This design comes from an exercise in tuning for small area on the open sky130 flow, not from production work.
Function was checked by simulation only, so behaviour that the tests miss may differ from the original.
Power figures rest on the tool's default switching activity, not on a simulated workload.

==> module master_ahb, before the edit <==
module master_ahb(
  input  logic        clk_master,
  input  logic        rst_master,
  input  logic        HREADY,
  input  logic [31:0] HRDATA,
  input  logic [31:0] data_top,
  input  logic        write_top,
  input  logic [3:0]  beat_length,
  input  logic        enb,
  input  logic [31:0] addr_top,
  input  logic        wrap_enb,
  output logic [31:0] HADDR,
  output logic        HWRITE,
  output logic [2:0]  HSIZE,
  output logic [31:0] HWDATA,
  output logic [2:0]  HBURST,
  output logic [1:0]  HTRANS,
  output logic fifo_empty,
  output logic fifo_full
);
  logic [31:0] mem [0:15];
  logic [4:0]  fifo_count;    
  logic [3:0]  hw_ptr;        
  logic        hw_valid;      
  logic        st_addr, st_data;   
  logic        burst;              
  logic [1:0]  count;              
  logic push, pop, empty, shift, start;
  assign empty = (fifo_count == 5'd0);
  assign push  = write_top && !fifo_count[4];
  assign pop   = st_data && HREADY && !empty;
  assign start = !st_addr && !st_data && enb && HREADY && !empty &&
                 ((beat_length == 4'd1 && !wrap_enb) || beat_length == 4'd4);
  assign shift = push || empty;
  assign fifo_empty = empty;
  assign fifo_full  = fifo_count[4] || (fifo_count[3:0] == 4'hF);
  always_ff @(posedge clk_master) begin
    if (shift) begin
      mem[0] <= data_top;
      for (int i = 1; i < 16; i++) mem[i] <= mem[i-1];
    end
  end
  always_ff @(posedge clk_master) begin
    if (empty) hw_ptr <= 4'd0;
    else       hw_ptr <= fifo_count[3:0] - 4'd1 + {3'b0, push};
  end
  always_ff @(posedge clk_master or posedge rst_master) begin
    if (rst_master) begin
      fifo_count <= 5'd0;
      hw_valid   <= 1'b0;
      st_addr    <= 1'b0;
      st_data    <= 1'b0;
      burst      <= 1'b0;
      count      <= 2'd0;
      HADDR      <= 32'h0;
      HTRANS     <= 2'b00;
    end else begin
      if (push && !pop)      fifo_count <= fifo_count + 5'd1;
      else if (pop && !push) fifo_count <= fifo_count - 5'd1;
      hw_valid <= st_data && (!empty || !burst);
      HTRANS[1] <= st_addr || st_data;
      HTRANS[0] <= st_data && burst;
      if (start) begin
        burst <= (beat_length == 4'd4);
        HADDR <= addr_top;
        count <= 2'd0;
      end else if (!st_addr && !st_data) begin
        burst <= 1'b0;
      end
      st_addr <= start;
      if (st_addr)
        st_data <= 1'b1;
      else if (st_data && HREADY && (!burst || count == 2'd3))
        st_data <= 1'b0;
      if (st_data && HREADY && burst) begin
        count <= count + 2'd1;
        if (wrap_enb && HADDR[3:0] == 4'hC)
          HADDR[3:2] <= 2'b00;
        else
          HADDR[31:2] <= HADDR[31:2] + 30'd1;
      end
    end
  end
  logic [15:0] rsel;
  always_comb begin
    for (int i = 0; i < 16; i++) rsel[i] = hw_valid && (hw_ptr == i[3:0]);
  end
  always_comb begin
    HWDATA = 32'h0;
    for (int i = 0; i < 16; i++) HWDATA = HWDATA | (mem[i] & {32{rsel[i]}});
  end
  assign HWRITE = st_addr || HTRANS[1];
  assign HSIZE  = 3'b010;
  assign HBURST = {1'b0, burst, burst};
endmodule
export LEC_CHECK = 0
export CAP_MARGIN = 20
export CORE_MARGIN = 2
export CORE_UTILIZATION = 75
export PLACE_DENSITY = 0.8
export SLEW_MARGIN = 20
create_clock -name core_clock -period 5.0 [get_ports {clk_master}]
standard.sh (not shown) runs the stock make flow with config.mk's settings and CLKGATE_MAP_FILE= SYNTH_SCRIPT=/design/flow/synth_recipe.tcl, a recipe that flattens the netlist after the stock synthesis.
==> flow/flow/run.sh <==
#!/bin/bash
# The standard layout (standard.sh) with these changes:
#  - after the standard synthesis, its combinational cells are re-mapped for
#    area (flow/remap.tcl; registers untouched);
#  - port buffers use the smallest buffer (buf_1);
#  - clock tree synthesis without dummy loads, with small clkbuf_4 clusters.
# Each tool's output goes to a log file in this folder (and ORFS's own logs
# under orfs/logs).
set -euo pipefail
cd "$(dirname "$0")/.."
W=$PWD
export BUFFER_PORTS_ARGS="-buffer_cell sky130_fd_sc_hd__buf_1"
export CTS_ARGS="-sink_clustering_enable -repair_clock_nets -dont_use_dummy_load -buf_list sky130_fd_sc_hd__clkbuf_4 -sink_clustering_size 10 -sink_clustering_max_diameter 40"

# 1. standard synthesis, unchanged
bash standard.sh synth > flow_synth.log 2>&1

# 2. re-map the combinational logic
R=$W/orfs/results/$FLOW_PLATFORM/master_ahb/base
cp "$R/1_2_yosys.v" "$W/standard_synth.v"
YOSYS=yosys
if [[ -x "$FLOW_HOME/../tools/install/yosys/bin/yosys" ]]; then YOSYS="$FLOW_HOME/../tools/install/yosys/bin/yosys"; fi
export REMAP_LIB="$FLOW_HOME/platforms/$FLOW_PLATFORM/lib/sky130_fd_sc_hd__tt_025C_1v80.lib"
export REMAP_DONT_USE="$(sed -n '/DONT_USE_CELLS/,/^$/p' "$FLOW_HOME/platforms/$FLOW_PLATFORM/config.mk" | grep -o 'sky130_fd_sc_hd__[a-z0-9_]*' | tr '\n' ' ')"
export REMAP_IN="$W/standard_synth.v" REMAP_OUT="$W/remapped.v" REMAP_DIR="$W" REMAP_SCRIPT="$W/flow/remap.abc"
"$YOSYS" -c "$W/flow/remap.tcl" > remap_yosys.log 2>&1
cp "$W/remapped.v" "$R/1_2_yosys.v"
sleep 1
touch "$R/1_2_yosys.v"

# 3. the rest of the standard layout, from the re-mapped netlist
bash standard.sh finish > flow_finish.log 2>&1
Other scripts of this flow, unchanged in this note and not shown: flow/flow/remap.abc, flow/flow/remap.tcl
==> next run, changes <==
--- a/flow/design.v
+++ b/flow/design.v
@@ -39,45 +39,48 @@
     if (shift) begin
       mem[0] <= data_top;
       for (int i = 1; i < 16; i++) mem[i] <= mem[i-1];
     end
   end
   always_ff @(posedge clk_master) begin
+    if (start)
+      count <= 2'd0;
+    else if (st_data && HREADY && burst)
+      count <= count + 2'd1;
+  end
+  always_ff @(posedge clk_master) begin
     if (empty) hw_ptr <= 4'd0;
     else       hw_ptr <= fifo_count[3:0] - 4'd1 + {3'b0, push};
   end
   always_ff @(posedge clk_master or posedge rst_master) begin
     if (rst_master) begin
       fifo_count <= 5'd0;
       hw_valid   <= 1'b0;
       st_addr    <= 1'b0;
       st_data    <= 1'b0;
       burst      <= 1'b0;
-      count      <= 2'd0;
       HADDR      <= 32'h0;
       HTRANS     <= 2'b00;
     end else begin
       if (push && !pop)      fifo_count <= fifo_count + 5'd1;
       else if (pop && !push) fifo_count <= fifo_count - 5'd1;
       hw_valid <= st_data && (!empty || !burst);
       HTRANS[1] <= st_addr || st_data;
       HTRANS[0] <= st_data && burst;
       if (start) begin
         burst <= (beat_length == 4'd4);
         HADDR <= addr_top;
-        count <= 2'd0;
       end else if (!st_addr && !st_data) begin
         burst <= 1'b0;
       end
       st_addr <= start;
       if (st_addr)
         st_data <= 1'b1;
       else if (st_data && HREADY && (!burst || count == 2'd3))
         st_data <= 1'b0;
       if (st_data && HREADY && burst) begin
-        count <= count + 2'd1;
         if (wrap_enb && HADDR[3:0] == 4'hC)
           HADDR[3:2] <= 2'b00;
         else
           HADDR[31:2] <= HADDR[31:2] + 30'd1;
       end
     end
After rerunning: Power grows by 3.0%. Clock power is about the same. Sequential power rose by 3.0%. Setup slack loses 0.12 ns. Design area is about the same. Synthesized cell count drops by 0.64%. Clock-buffer cell count grows by 1. Register-to-register slack is better by 0.19 ns. Routed wire length grows by 0.31%. Global-route usage increases by 0.18 points.

---

Starting RTL as in the previous note.
clock: 5.0 ns
lec_check: 0
cap_margin: 20
core_margin: 2
core_utilization: 60
place_density: 0.6
slew_margin: 20
==> flow/flow/run.sh <==
#!/bin/bash
set -euo pipefail
cd "$(dirname "$0")/.."
export BUFFER_PORTS_ARGS="-buffer_cell sky130_fd_sc_hd__buf_1"
export CTS_ARGS="-sink_clustering_enable -repair_clock_nets -dont_use_dummy_load -buf_list sky130_fd_sc_hd__clkbuf_8 -sink_clustering_size 16 -sink_clustering_max_diameter 50"
bash standard.sh finish > flow_make.log 2>&1
Next try:
--- a/flow/design.v
+++ b/flow/design.v
@@ -53,13 +53,15 @@
       st_data    <= 1'b0;
       burst      <= 1'b0;
       count      <= 2'd0;
       HADDR      <= 32'h0;
+      HWRITE     <= 1'b0;
       HTRANS     <= 2'b00;
     end else begin
       if (push && !pop)      fifo_count <= fifo_count + 5'd1;
       else if (pop && !push) fifo_count <= fifo_count - 5'd1;
       hw_valid <= st_data && (!empty || !burst);
+      HWRITE    <= start || st_addr || st_data;
       HTRANS[1] <= st_addr || st_data;
       HTRANS[0] <= st_data && burst;
       if (start) begin
         burst <= (beat_length == 4'd4);
@@ -89,8 +91,7 @@
   always_comb begin
     HWDATA = 32'h0;
     for (int i = 0; i < 16; i++) HWDATA = HWDATA | (mem[i] & {32{rsel[i]}});
   end
-  assign HWRITE = st_addr || HTRANS[1];
   assign HSIZE  = 3'b010;
   assign HBURST = {1'b0, burst, burst};
 endmodule
Non-clock buffer count goes down by 4.
Design area barely changes.
Fmax rises by 0.38%.
Die area barely changes.
Sequential cell count is higher by 1.
Clock power stays flat.
Global-route usage climbs by 0.29 points.
Wire length went up by 1.3%.
Worst hold slack improved by 0.031 ns.
Register-to-register slack gets worse by 0.08 ns.
Combinational power stays flat.

## what the ideal ports hide
The results above use ideal ports. As a check the final layouts listed here were re-extracted and re-timed, cells and wires unchanged. Step 1, drivers: a clkbuf_16 drives clk_master and a buf_2 each remaining input, both assumed. Step 2 also shifts input and output timing later by t, the mid clock arrival at the registers, as if the neighbouring blocks saw the same clock. Slacks: ideal / step 1 / step 2; pairs: ideal / step 1.
| run | shift t [ns] | setup WS [ns] | hold slack, ns | cell pins on the clock port's net |
|---|---|---|---|---|
| the first run of note 1 | 0.733 | 0.738 / 0.689 / 1.135 | 0.364 / 0.364 / 0.364 | 1 |
| the second run of note 1 | 0.764 | 0.613 / 0.561 / 1.250 | 0.373 / 0.340 / 0.377 | 1 |
| the first run of note 2 | 0.662 | 0.819 / 0.768 / 1.430 | 0.394 / 0.394 / 0.394 | 1 |
| the second run of note 2 | 0.667 | 0.835 / 0.788 / 1.456 | 0.426 / 0.426 / 0.426 | 1 |
After both steps setup and hold are still met in every run listed.
